What follows belongs to an exercise in optimizing a design on an open flow for small area, a short achievable clock period and few clock cycles; a production flow would make more cautious choices. RTL that was checked went through simulation tests only; none was proved equivalent to the original.

==> flow/design.v <==
`timescale 1ns / 1ps
module cordic_core(input clk, input rst, input start, input [3:0] func, input [15:0] op1, input [15:0] op2,
    output busy, output done, output [31:0] result);
    reg busy_r, done_r;
    reg first;
    reg [1:0] pst;
    reg [3:0] f;
    reg m_cir, m_asn, m_acs, m_hro, m_hve;
    reg [3:0] cnt;
    reg [3:0] sh_lo, sh_hi;
    reg signed [15:0] x, y, t;
    reg [15:0] z;
    reg r16, rhi;
    reg lt, zsg, ypos;
    assign busy = busy_r;
    assign done = done_r;
    assign result = {{15{rhi}}, r16, z};
    wire circular = (f[3:1] == 3'd0) | (f[3:1] == 3'd1);
    wire m_ln = f[3];
    wire m_hrot = (f == 4'd4) | (f == 4'd5) | (f == 4'd6);
    reg [15:0] rom;
    always @(*)
    begin
        if(circular)
            case(cnt)
                4'd0: rom = 16'b0011001001000011;
                4'd1: rom = 16'b0001110110101100;
                4'd2: rom = 16'b0000111110101101;
                4'd3: rom = 16'b0000011111110101;
                4'd4: rom = 16'b0000001111111110;
                4'd5: rom = 16'b0000000111111111;
                4'd6: rom = 16'b0000000011111111;
                4'd7: rom = 16'b0000000001111111;
                4'd8: rom = 16'b0000000000111111;
                4'd9: rom = 16'b0000000000011111;
                4'd10: rom = 16'b0000000000001111;
                4'd11: rom = 16'b0000000000000111;
                4'd12: rom = 16'b0000000000000011;
                4'd13: rom = 16'b0000000000000001;
                default: rom = 16'd0;
            endcase
        else if(m_ln)
            case(cnt)
                4'd1: rom = 16'b0100011001001110;
                4'd2: rom = 16'b0010000010110000;
                4'd3: rom = 16'b0001000000010100;
                4'd4: rom = 16'b0000100000000010;
                4'd5: rom = 16'b0000010000000000;
                4'd6: rom = 16'b0000001000000000;
                4'd7: rom = 16'b0000000100000000;
                4'd8: rom = 16'b0000000010000000;
                4'd9: rom = 16'b0000000001000000;
                4'd10: rom = 16'b0000000000100000;
                4'd11: rom = 16'b0000000000010000;
                4'd12: rom = 16'b0000000000001000;
                4'd13: rom = 16'b0000000000000100;
                4'd14: rom = 16'b0000000000000010;
                default: rom = 16'd0;
            endcase
        else
            case(cnt)
                4'd1: rom = 16'b0010001100100111;
                4'd2: rom = 16'b0001000001011000;
                4'd3: rom = 16'b0000100000001010;
                4'd4: rom = 16'b0000010000000001;
                4'd5: rom = 16'b0000001000000000;
                4'd6: rom = 16'b0000000100000000;
                4'd7: rom = 16'b0000000010000000;
                4'd8: rom = 16'b0000000001000000;
                4'd9: rom = 16'b0000000000100000;
                4'd10: rom = 16'b0000000000010000;
                4'd11: rom = 16'b0000000000001000;
                4'd12: rom = 16'b0000000000000100;
                4'd13: rom = 16'b0000000000000010;
                4'd14: rom = 16'b0000000000000001;
                default: rom = 16'd0;
            endcase
    end
    wire d0 = ~t[15] & (t != 16'd0);
    wire mc = ({x[1:0], 4'd0} < x[5:0]);
    wire pp1 = (pst == 2'd2);
    wire sub_x = (m_cir & y[15]) | (m_asn & lt) | (m_acs & lt) | (m_hro & zsg) | (m_hve & ypos) | pp1;
    wire sub_y = (m_cir & ~y[15]) | (m_asn & ~lt) | (m_acs & ~lt) | (m_hro & zsg) | (m_hve & ypos);
    wire sub_z = (m_cir & y[15]) | (m_asn & ~lt) | (m_acs & lt) | (m_hro & ~zsg) | (m_hve & ~ypos);
    wire cin_x = pp1 ? ~mc : sub_x;
    wire [15:0] xs, ys;
    shift_r4 shx(x, sh_lo, sh_hi, xs);
    shift_r4 shy(y, sh_lo, sh_hi, ys);
    wire [16:0] zs = first ? {1'b0, (m_hrot ? t : 16'h0000)} : {r16, z};
    wire [15:0] yb = xs ^ {16{sub_y}};
    wire [17:0] xn2 = {x[15], x, 1'b1} + {({ys[15], ys} ^ {17{sub_x}}), cin_x};
    wire [16:0] yn2 = {y, 1'b1} + {yb, sub_y};
    wire [17:0] zn2 = {zs, 1'b1} + {({1'b0, rom} ^ {17{sub_z}}), sub_z};
    wire [16:0] xn = xn2[17:1];
    wire [15:0] yn = yn2[16:1];
    wire [16:0] zn = zn2[17:1];
    wire [15:0] zk = {y[14:0] | yb[14:0], sub_y};
    wire yn_zero = &(~(y ^ yb ^ zk));
    wire ypos_next = ~yn[15] & ~yn_zero;
    wire [16:0] ca = {y[15], y};
    wire [16:0] cb = {xs[15], xs} ^ {17{~lt}};
    wire [16:0] cc = ~{t[15], t};
    wire [16:0] cs_s = ca ^ cb ^ cc;
    wire [16:0] cs_c = (ca & cb) | (ca & cc) | (cb & cc);
    wire [17:0] cs_v = {cs_s, 1'b1} + {cs_c[15:0], 1'b1, ~lt};
    wire lt_next = cs_v[17];
    wire lt_first = d0 ? (t > 16'sh26DD) : (t > -16'sh26DD);
    wire [15:0] xln = {op1[15:14] + 2'b01, op1[13:0]};
    wire [15:0] yln = {op1[15:14] - 2'b01, op1[13:0]};
    wire [3:0] cnt_nx = (pst == 2'd1) ? 4'd6 : (pst == 2'd2) ? 4'd2 : cnt + 4'd1;
    wire [3:0] sh_lo_nx = 4'd1 << cnt_nx[1:0];
    wire [3:0] sh_hi_nx = 4'd1 << cnt_nx[3:2];
    wire last = (f == 4'd0 || f[3:1] == 3'd1) ? (cnt == 4'd13) :
                ((f == 4'd7 || m_ln) ? (cnt == 4'd14) : (cnt == 4'd15));
    always @(posedge clk)
    begin
        if(rst)
        begin
            busy_r <= 0;
            done_r <= 0;
            first <= 0;
            pst <= 0;
        end
        else if(!busy_r)
        begin
            if(start)
            begin
                busy_r <= 1;
                done_r <= 0;
                first <= 1;
                pst <= 0;
            end
        end
        else if(pst != 2'd0)
        begin
            pst <= pst + 2'd1;
            if(pst == 2'd3)
            begin
                busy_r <= 0;
                done_r <= 1;
            end
        end
        else
        begin
            first <= 0;
            if(last)
            begin
                if(f == 4'd1)
                    pst <= 2'd1;
                else if(f == 4'd6)
                    pst <= 2'd3;
                else
                begin
                    busy_r <= 0;
                    done_r <= 1;
                end
            end
        end
    end
    always @(posedge clk)
    begin
        if(!busy_r)
        begin
            x <= func[3] ? xln : op1;
            y <= func[3] ? yln : op2;
            t <= op1;
            f <= func;
            m_cir <= (func[3:1] == 3'd0);
            m_acs <= (func[3:1] == 3'd1) & ~func[0];
            m_asn <= (func[3:1] == 3'd1) & func[0];
            m_hro <= (func[3:1] == 3'd2) | (func[3:0] == 4'd6);
            m_hve <= (func[3:0] == 4'd7) | func[3];
            zsg <= op1[15];
            ypos <= func[3] ? (~yln[15] & (yln != 16'd0)) : (~op2[15] & (op2 != 16'd0));
            cnt <= {3'd0, func[3] | func[2]};
            sh_lo <= (func[3] | func[2]) ? 4'b0010 : 4'b0001;
            sh_hi <= 4'b0001;
        end
        else if(pst == 2'd1)
        begin
            y <= x;
            cnt <= cnt_nx;
            sh_lo <= sh_lo_nx;
            sh_hi <= sh_hi_nx;
        end
        else if(pst == 2'd2)
        begin
            x <= xn[15:0];
            cnt <= cnt_nx;
            sh_lo <= sh_lo_nx;
            sh_hi <= sh_hi_nx;
        end
        else if(pst == 2'd3)
        begin
            r16 <= xn[16];
            if(f == 4'd1)
            begin
                z <= xn[16:1];
                rhi <= xn[16];
            end
            else
            begin
                z <= xn[15:0];
                rhi <= 0;
            end
        end
        else
        begin
            cnt <= cnt_nx;
            sh_lo <= sh_lo_nx;
            sh_hi <= sh_hi_nx;
            lt <= first ? lt_first : lt_next;
            zsg <= zn[15];
            ypos <= ypos_next;
            r16 <= m_ln & zn[16];
            rhi <= 0;
            if(first && (m_asn || m_acs))
            begin
                x <= 16'h26DD;
                y <= d0 ? 16'h26DD : -16'sh26DD;
                if(m_acs)
                    z <= d0 ? 16'h6487 - 16'h3243 : 16'h6487 + 16'h3243;
                else
                    z <= d0 ? 16'h3243 : -16'sh3243;
            end
            else
            begin
                if(first && m_hro)
                begin
                    if(f == 4'd5)
                    begin
                        x <= zsg ? -16'sh2800 : 16'sh2800;
                        y <= 16'h5000;
                    end
                    else
                    begin
                        x <= 16'h5000;
                        y <= zsg ? -16'sh2800 : 16'sh2800;
                    end
                end
                else
                begin
                    x <= xn[15:0];
                    y <= yn;
                end
                z <= zn[15:0];
            end
            if(last)
            begin
                if(f == 4'd1 || f == 4'd6)
                begin
                    m_cir <= 0;
                    m_hro <= 0;
                end
                if(f == 4'd4 || f == 4'd5)
                    z <= xn[15:0];
            end
        end
    end
endmodule
module shift_r4(input [15:0] v, input [3:0] lo, input [3:0] hi, output [15:0] o);
    wire [18:0] ve = {{3{v[15]}}, v};
    wire [27:0] s1e;
    wire [15:0] s1;
    genvar b;
    generate
        for(b = 0; b < 16; b = b + 1)
        begin : g
            assign s1[b] = (lo[0] & ve[b]) | (lo[1] & ve[b + 1]) | (lo[2] & ve[b + 2]) | (lo[3] & ve[b + 3]);
        end
    endgenerate
    assign s1e = {{12{s1[15]}}, s1};
    generate
        for(b = 0; b < 16; b = b + 1)
        begin : h
            assign o[b] = (hi[0] & s1e[b]) | (hi[1] & s1e[b + 4]) | (hi[2] & s1e[b + 8]) | (hi[3] & s1e[b + 12]);
        end
    endgenerate
endmodule
==> flow/config.mk <==
export PLATFORM = sky130hd
export DESIGN_NAME = cordic_core
export DESIGN_NICKNAME = cordic_core
export VERILOG_FILES = /design/flow/design.v
export SDC_FILE = /design/flow/constraint.sdc
export NUM_CORES = 4
export LEC_CHECK = 0
export ABC_AREA = 1
export CAP_MARGIN = 20
export CORE_MARGIN = 2
export CORE_UTILIZATION = 40
export SLEW_MARGIN = 20
==> flow/constraint.sdc <==
create_clock -name core_clock -period 12.0 [get_ports {clk}]
set_input_delay 2.4000 -clock core_clock [delete_from_list [all_inputs] [get_ports {clk}]]
set_output_delay 2.4000 -clock core_clock [all_outputs]
set_load 0.01 [all_outputs]
standard.sh (not shown) runs the stock make flow with config.mk's settings and CLKGATE_MAP_FILE= SYNTH_SCRIPT=/design/flow/synth_recipe.tcl, a recipe that flattens the netlist after the stock synthesis.
==> flow/flow/run.sh <==
#!/bin/bash
# Standard synthesis, then the standard layout with buf_4 port buffers and repair_timing
# aiming for a larger setup margin.
set -euo pipefail
bash standard.sh synth > flow_synth.log 2>&1
bash standard.sh SETUP_SLACK_MARGIN=8.5 TNS_END_PERCENT=0 "BUFFER_PORTS_ARGS=-buffer_cell sky130_fd_sc_hd__buf_4" finish > flow_layout.log 2>&1
Next try:
--- a/flow/design.v
+++ b/flow/design.v
@@ -7,7 +7,6 @@
     reg [3:0] f;
     reg m_cir, m_asn, m_acs, m_hro, m_hve;
     reg [3:0] cnt;
-    reg [3:0] sh_lo, sh_hi;
     reg signed [15:0] x, y, t;
     reg [15:0] z;
     reg r16, rhi;
@@ -83,9 +82,8 @@
     wire sub_y = (m_cir & ~y[15]) | (m_asn & ~lt) | (m_acs & ~lt) | (m_hro & zsg) | (m_hve & ypos);
     wire sub_z = (m_cir & y[15]) | (m_asn & ~lt) | (m_acs & lt) | (m_hro & ~zsg) | (m_hve & ~ypos);
     wire cin_x = pp1 ? ~mc : sub_x;
-    wire [15:0] xs, ys;
-    shift_r4 shx(x, sh_lo, sh_hi, xs);
-    shift_r4 shy(y, sh_lo, sh_hi, ys);
+    wire signed [15:0] xs = x >>> cnt;
+    wire signed [15:0] ys = y >>> cnt;
     wire [16:0] zs = first ? {1'b0, (m_hrot ? t : 16'h0000)} : {r16, z};
     wire [15:0] yb = xs ^ {16{sub_y}};
     wire [17:0] xn2 = {x[15], x, 1'b1} + {({ys[15], ys} ^ {17{sub_x}}), cin_x};
@@ -107,9 +105,6 @@
     wire lt_first = d0 ? (t > 16'sh26DD) : (t > -16'sh26DD);
     wire [15:0] xln = {op1[15:14] + 2'b01, op1[13:0]};
     wire [15:0] yln = {op1[15:14] - 2'b01, op1[13:0]};
-    wire [3:0] cnt_nx = (pst == 2'd1) ? 4'd6 : (pst == 2'd2) ? 4'd2 : cnt + 4'd1;
-    wire [3:0] sh_lo_nx = 4'd1 << cnt_nx[1:0];
-    wire [3:0] sh_hi_nx = 4'd1 << cnt_nx[3:2];
     wire last = (f == 4'd0 || f[3:1] == 3'd1) ? (cnt == 4'd13) :
                 ((f == 4'd7 || m_ln) ? (cnt == 4'd14) : (cnt == 4'd15));
     always @(posedge clk)
@@ -173,22 +168,16 @@
             zsg <= op1[15];
             ypos <= func[3] ? (~yln[15] & (yln != 16'd0)) : (~op2[15] & (op2 != 16'd0));
             cnt <= {3'd0, func[3] | func[2]};
-            sh_lo <= (func[3] | func[2]) ? 4'b0010 : 4'b0001;
-            sh_hi <= 4'b0001;
         end
         else if(pst == 2'd1)
         begin
             y <= x;
-            cnt <= cnt_nx;
-            sh_lo <= sh_lo_nx;
-            sh_hi <= sh_hi_nx;
+            cnt <= 4'd6;
         end
         else if(pst == 2'd2)
         begin
             x <= xn[15:0];
-            cnt <= cnt_nx;
-            sh_lo <= sh_lo_nx;
-            sh_hi <= sh_hi_nx;
+            cnt <= 4'd2;
         end
         else if(pst == 2'd3)
         begin
@@ -206,9 +195,7 @@
         end
         else
         begin
-            cnt <= cnt_nx;
-            sh_lo <= sh_lo_nx;
-            sh_hi <= sh_hi_nx;
+            cnt <= cnt + 4'd1;
             lt <= first ? lt_first : lt_next;
             zsg <= zn[15];
             ypos <= ypos_next;
@@ -258,22 +245,3 @@
         end
     end
 endmodule
-module shift_r4(input [15:0] v, input [3:0] lo, input [3:0] hi, output [15:0] o);
-    wire [18:0] ve = {{3{v[15]}}, v};
-    wire [27:0] s1e;
-    wire [15:0] s1;
-    genvar b;
-    generate
-        for(b = 0; b < 16; b = b + 1)
-        begin : g
-            assign s1[b] = (lo[0] & ve[b]) | (lo[1] & ve[b + 1]) | (lo[2] & ve[b + 2]) | (lo[3] & ve[b + 3]);
-        end
-    endgenerate
-    assign s1e = {{12{s1[15]}}, s1};
-    generate
-        for(b = 0; b < 16; b = b + 1)
-        begin : h
-            assign o[b] = (hi[0] & s1e[b]) | (hi[1] & s1e[b + 4]) | (hi[2] & s1e[b + 8]) | (hi[3] & s1e[b + 12]);
-        end
-    endgenerate
-endmodule
Result: Wire length fell by about 6%. Cell area goes down by about 8%. Clock skew came out lower by 0.0038 ns. Hold slack degrades by 0.088 ns. Cell count fell by 3.6%. Critical path depth came out higher by 5. Count of clock-buffer cells in the layout does not change.
Testbench counts after the change, summed over its fixed seeds: cycles 76,922.
Function not checked in the first run of this note: the RTL went through the layout flow alone.

========
Starts from the design.v that is shown in full above.
Settings: LEC_CHECK=0, ABC_AREA=1, CAP_MARGIN=20, CORE_MARGIN=2, CORE_UTILIZATION=40, SLEW_MARGIN=20; clock period 12.0 ns.
==> flow/flow/run.sh <==
#!/bin/bash
# Standard synthesis and floorplan, then the standard layout with buf_4 port buffers and
# repair_timing (after CTS and global routing) aiming for a larger setup margin.
set -euo pipefail
bash standard.sh synth > flow_synth.log 2>&1
bash standard.sh floorplan > flow_floorplan.log 2>&1
bash standard.sh SETUP_SLACK_MARGIN=8.0 TNS_END_PERCENT=0 "BUFFER_PORTS_ARGS=-buffer_cell sky130_fd_sc_hd__buf_4" finish > flow_layout.log 2>&1
The baseline passed the timing, design-rule and antenna checks.
Next try:
--- a/flow/design.v
+++ b/flow/design.v
@@ -7,7 +7,6 @@
     reg [3:0] f;
     reg m_cir, m_asn, m_acs, m_hro, m_hve;
     reg [3:0] cnt;
-    reg [3:0] sh_lo, sh_hi;
     reg signed [15:0] x, y, t;
     reg [15:0] z;
     reg r16, rhi;
@@ -83,9 +82,8 @@
     wire sub_y = (m_cir & ~y[15]) | (m_asn & ~lt) | (m_acs & ~lt) | (m_hro & zsg) | (m_hve & ypos);
     wire sub_z = (m_cir & y[15]) | (m_asn & ~lt) | (m_acs & lt) | (m_hro & ~zsg) | (m_hve & ~ypos);
     wire cin_x = pp1 ? ~mc : sub_x;
-    wire [15:0] xs, ys;
-    shift_r4 shx(x, sh_lo, sh_hi, xs);
-    shift_r4 shy(y, sh_lo, sh_hi, ys);
+    wire signed [15:0] xs = x >>> cnt;
+    wire signed [15:0] ys = y >>> cnt;
     wire [16:0] zs = first ? {1'b0, (m_hrot ? t : 16'h0000)} : {r16, z};
     wire [15:0] yb = xs ^ {16{sub_y}};
     wire [17:0] xn2 = {x[15], x, 1'b1} + {({ys[15], ys} ^ {17{sub_x}}), cin_x};
@@ -107,9 +105,6 @@
     wire lt_first = d0 ? (t > 16'sh26DD) : (t > -16'sh26DD);
     wire [15:0] xln = {op1[15:14] + 2'b01, op1[13:0]};
     wire [15:0] yln = {op1[15:14] - 2'b01, op1[13:0]};
-    wire [3:0] cnt_nx = (pst == 2'd1) ? 4'd6 : (pst == 2'd2) ? 4'd2 : cnt + 4'd1;
-    wire [3:0] sh_lo_nx = 4'd1 << cnt_nx[1:0];
-    wire [3:0] sh_hi_nx = 4'd1 << cnt_nx[3:2];
     wire last = (f == 4'd0 || f[3:1] == 3'd1) ? (cnt == 4'd13) :
                 ((f == 4'd7 || m_ln) ? (cnt == 4'd14) : (cnt == 4'd15));
     always @(posedge clk)
@@ -173,22 +168,16 @@
             zsg <= op1[15];
             ypos <= func[3] ? (~yln[15] & (yln != 16'd0)) : (~op2[15] & (op2 != 16'd0));
             cnt <= {3'd0, func[3] | func[2]};
-            sh_lo <= (func[3] | func[2]) ? 4'b0010 : 4'b0001;
-            sh_hi <= 4'b0001;
         end
         else if(pst == 2'd1)
         begin
             y <= x;
-            cnt <= cnt_nx;
-            sh_lo <= sh_lo_nx;
-            sh_hi <= sh_hi_nx;
+            cnt <= 4'd6;
         end
         else if(pst == 2'd2)
         begin
             x <= xn[15:0];
-            cnt <= cnt_nx;
-            sh_lo <= sh_lo_nx;
-            sh_hi <= sh_hi_nx;
+            cnt <= 4'd2;
         end
         else if(pst == 2'd3)
         begin
@@ -206,9 +195,7 @@
         end
         else
         begin
-            cnt <= cnt_nx;
-            sh_lo <= sh_lo_nx;
-            sh_hi <= sh_hi_nx;
+            cnt <= cnt + 4'd1;
             lt <= first ? lt_first : lt_next;
             zsg <= zn[15];
             ypos <= ypos_next;
@@ -258,22 +245,3 @@
         end
     end
 endmodule
-module shift_r4(input [15:0] v, input [3:0] lo, input [3:0] hi, output [15:0] o);
-    wire [18:0] ve = {{3{v[15]}}, v};
-    wire [27:0] s1e;
-    wire [15:0] s1;
-    genvar b;
-    generate
-        for(b = 0; b < 16; b = b + 1)
-        begin : g
-            assign s1[b] = (lo[0] & ve[b]) | (lo[1] & ve[b + 1]) | (lo[2] & ve[b + 2]) | (lo[3] & ve[b + 3]);
-        end
-    endgenerate
-    assign s1e = {{12{s1[15]}}, s1};
-    generate
-        for(b = 0; b < 16; b = b + 1)
-        begin : h
-            assign o[b] = (hi[0] & s1e[b]) | (hi[1] & s1e[b + 4]) | (hi[2] & s1e[b + 8]) | (hi[3] & s1e[b + 12]);
-        end
-    endgenerate
-endmodule
The changed run finished clean.
Cell area decreases slightly.
Via count fell by a few percent.
Register-to-register slack is worse by 0.05 ns.
Flip-flop and latch count went down by 8.
Worst hold slack got worse by 0.087 ns.
Sequential share of layout area went down by 1.2 points.
Die area went down by a few percent.
Testbench counts after the change, summed over its fixed seeds: cycles 76,922.
The RTL of the first run of this note was laid out without a check of its function.

==> separate check: timing with driven ports <==
How much do the figures lean on ideal ports? The routed layouts below were timed once more, with nothing changed but the port constraints.
Step 1, drivers: a clkbuf_16 drives clk and a buf_2 each remaining input, both assumed.
Step 2 adds t to the input delays and takes it off the output delays; t is the mean of the earliest and latest rising clock arrival at the registers after step 1. Input paths then give back, and output paths get back, about the clock's delay inside the block.
Slacks: ideal / step 1 / step 2; pairs: ideal / step 1.
run | shift t [ns] | slack for setup (ns) | hold WS [ns]
the first run of note 1 | 0.421 | 8.255 / 8.255 / 7.990 | 0.557 / 0.557 / 0.557
the second run of note 1 | 0.408 | 7.966 / 7.966 / 7.878 | 0.469 / 0.470 / 0.470
the first run of note 2 | 0.420 | 8.119 / 8.119 / 7.787 | 0.559 / 0.559 / 0.559
the second run of note 2 | 0.405 | 8.069 / 8.069 / 7.782 | 0.472 / 0.472 / 0.472
After both steps every run listed still meets setup and hold. The setup slack of the first run of note 2, which loses most, moves by 0.000 ns with the drivers and by -0.332 ns with both steps.
